From an optimization exercise on the open Yosys and OpenROAD flow, aimed at small area; shortcuts taken in it are not production practice.
Function was checked by simulation only, so behaviour that the tests miss may differ from the original.
No driver is modelled on the clock port, so clocking that relies on it looks cheaper here than on a real chip.
Power figures rest on the tool's default switching activity, not on a simulated workload.

## pokey_advanced
module pokey_advanced (
    input clk,               
    input enable_179mhz,     
    input reset_n,           
    input [3:0] addr,
    input [7:0] din,
    input we,
    output reg audio_pwm
);
    localparam [7:0] PM = 8'h55;
    reg [7:0] raudf0, raudf1, raudf2, raudf3;
    wire [7:0] naudf0 = raudf0 ^ PM;
    wire [7:0] naudf1 = raudf1 ^ PM;
    wire [7:0] naudf2 = raudf2 ^ PM;
    wire [7:0] naudf3 = raudf3 ^ PM;
    reg [3:0] vol0, vol1, vol2, vol3;
    reg [1:0] dist0, dist1, dist2, dist3;    
    reg       use_15khz, link_34, link_12, fast3, fast1;
    wire [7:0] wd  = din & {8{reset_n}};
    wire [7:0] wdn = ~wd;
    wire [8:0] sel;
    assign sel[0] = ~reset_n | (we & addr == 4'd0);
    assign sel[1] = ~reset_n | (we & addr == 4'd1);
    assign sel[2] = ~reset_n | (we & addr == 4'd2);
    assign sel[3] = ~reset_n | (we & addr == 4'd3);
    assign sel[4] = ~reset_n | (we & addr == 4'd4);
    assign sel[5] = ~reset_n | (we & addr == 4'd5);
    assign sel[6] = ~reset_n | (we & addr == 4'd6);
    assign sel[7] = ~reset_n | (we & addr == 4'd7);
    assign sel[8] = ~reset_n | (we & addr == 4'd8);
    always @(posedge clk) begin
        if (sel[0]) raudf0 <= wdn ^ PM;
        if (sel[1]) {dist0, vol0} <= {wd[7], wd[5], wd[3:0]};
        if (sel[2]) raudf1 <= wdn ^ PM;
        if (sel[3]) {dist1, vol1} <= {wd[7], wd[5], wd[3:0]};
        if (sel[4]) raudf2 <= wdn ^ PM;
        if (sel[5]) {dist2, vol2} <= {wd[7], wd[5], wd[3:0]};
        if (sel[6]) raudf3 <= wdn ^ PM;
        if (sel[7]) {dist3, vol3} <= {wd[7], wd[5], wd[3:0]};
        if (sel[8]) {fast1, fast3, link_12, link_34, use_15khz} <= {wd[6], wd[5], wd[4], wd[3], wd[0]};
    end
    reg       pb;
    reg [3:0] pa;    
    reg [5:0] pc;    
    reg       en_d;  
    always @(posedge clk) begin
        en_d <= enable_179mhz & reset_n;
        if (!reset_n) begin
            pb <= 1'b0;
            pa <= 4'd0;
            pc <= 6'd0;
  ...
Size: roughly 17 I/O pins.
Settings: LEC_CHECK=0, ABC_AREA=1, CAP_MARGIN=20, CORE_MARGIN=2, CORE_UTILIZATION=50, SLEW_MARGIN=20; clock period 6.0 ns.
standard.sh (not shown) runs the stock make flow with config.mk's settings and CLKGATE_MAP_FILE= SYNTH_SCRIPT=/design/flow/synth_recipe.tcl, a recipe that flattens the netlist after the stock synthesis.
==> flow/flow/run.sh <==
#!/bin/bash
# Standard ORFS synthesis, then the combinational logic between the
# registers re-mapped by ABC for area (registers and full adders kept as they
# are), then the standard ORFS layout with clkbuf_4 clock buffers (upsized
# after CTS where a leaf's slew is high), no dummy clock loads, and the
# smallest buffer on each port.
set -euo pipefail
export CTS_ARGS="-sink_clustering_enable -repair_clock_nets -dont_use_dummy_load -buf_list {sky130_fd_sc_hd__clkbuf_4}"
export POST_CTS_TCL=$PWD/flow/post_cts.tcl
export CLK_LEAF_SLEW=0.112
export BUFFER_PORTS_ARGS="-buffer_cell sky130_fd_sc_hd__buf_1"
R=orfs/results/$FLOW_PLATFORM/pokey_advanced/base
bash standard.sh synth > synth_make.log 2>&1
cp $R/1_2_yosys.v $R/1_2_yosys_std.v
export RESYN_IN=$R/1_2_yosys_std.v RESYN_OUT=$R/1_2_yosys.v
export RESYN_LIB=$FLOW_HOME/platforms/sky130hd/lib/sky130_fd_sc_hd__tt_025C_1v80.lib
export RESYN_ABC=$PWD/flow/area.abc
yosys -c flow/resyn.tcl > resyn.log 2>&1
rm -f $R/1_synth.odb $R/1_synth.sdc
bash standard.sh > flow_make.log 2>&1
Other scripts of this flow, unchanged in this note and not shown: flow/flow/area.abc, flow/flow/post_cts.tcl, flow/flow/resyn.tcl
The starting point passed the timing, design-rule and antenna checks.
Rerun with:
CORE_UTILIZATION = 40   (was 50)
PLACE_DENSITY = 0.75   (was unset)
Result: The changed run finished with timing, DRC and antenna clean; flip-flop and latch count is unchanged; sequential power stays flat; sequential share of layout area fell by 0.56 points; critical path depth went up by 1; die area rose by a quarter to a third; design area came out higher slightly; via count rose by a few percent; wire length came out lower slightly; count of clock-buffer cells in the layout does not change.
Rerun with:
PLACE_DENSITY = unset   (was 0.75)
=>
- The changed run finished clean
- worst setup slack improved by 0.11 ns
- register-to-register slack improved by 0.06 ns
- total power barely changes
- final area hardly moves
Rerun with:
GPL_ROUTABILITY_DRIVEN = 0   (was unset)
GPL_TIMING_DRIVEN = 0   (was unset)
Result:
- setup slack degrades by 0.091 ns
- count of clock-buffer cells in the layout does not change
- hold slack gets worse by 0.0078 ns
- maximum frequency is lower by a few percent
- routed wire length came out lower slightly
- area after synthesis stays the same

## separate check: timing with driven ports
Ports are ideal in the flow. The routed layouts listed here were re-timed in OpenROAD.
Step 1, drivers: a clkbuf_16 drives clk and a buf_2 each remaining input, both assumed.
Step 2 adds t to the input delays and takes it off the output delays; t is the mean of the earliest and latest rising clock arrival at the registers after step 1. Input paths then give back, and output paths get back, about the clock's delay inside the block.
Three values: ideal ports, drivers, drivers and shift; two values: the first two.
run	t (ns)	setup slack, ns	worst hold slack (ns)	worst setup path at the end	worst slew at a driven data input, ns
the first run	0.438	1.518 / 1.530 / 1.092	0.454 / 0.454 / 0.454	input to register	0.04
the second run	0.428	1.457 / 1.468 / 1.040	0.446 / 0.446 / 0.446	input to register	0.03
the third run	0.454	1.571 / 1.580 / 1.127	0.446 / 0.446 / 0.446	input to register	0.04
the fourth run	0.444	1.480 / 1.498 / 1.054	0.438 / 0.438 / 0.438	input to register	0.03
After both steps every run listed still meets setup and hold. For the third run, which loses most, drivers alone change the setup slack by +0.009 ns; drivers and shift together by -0.444 ns.
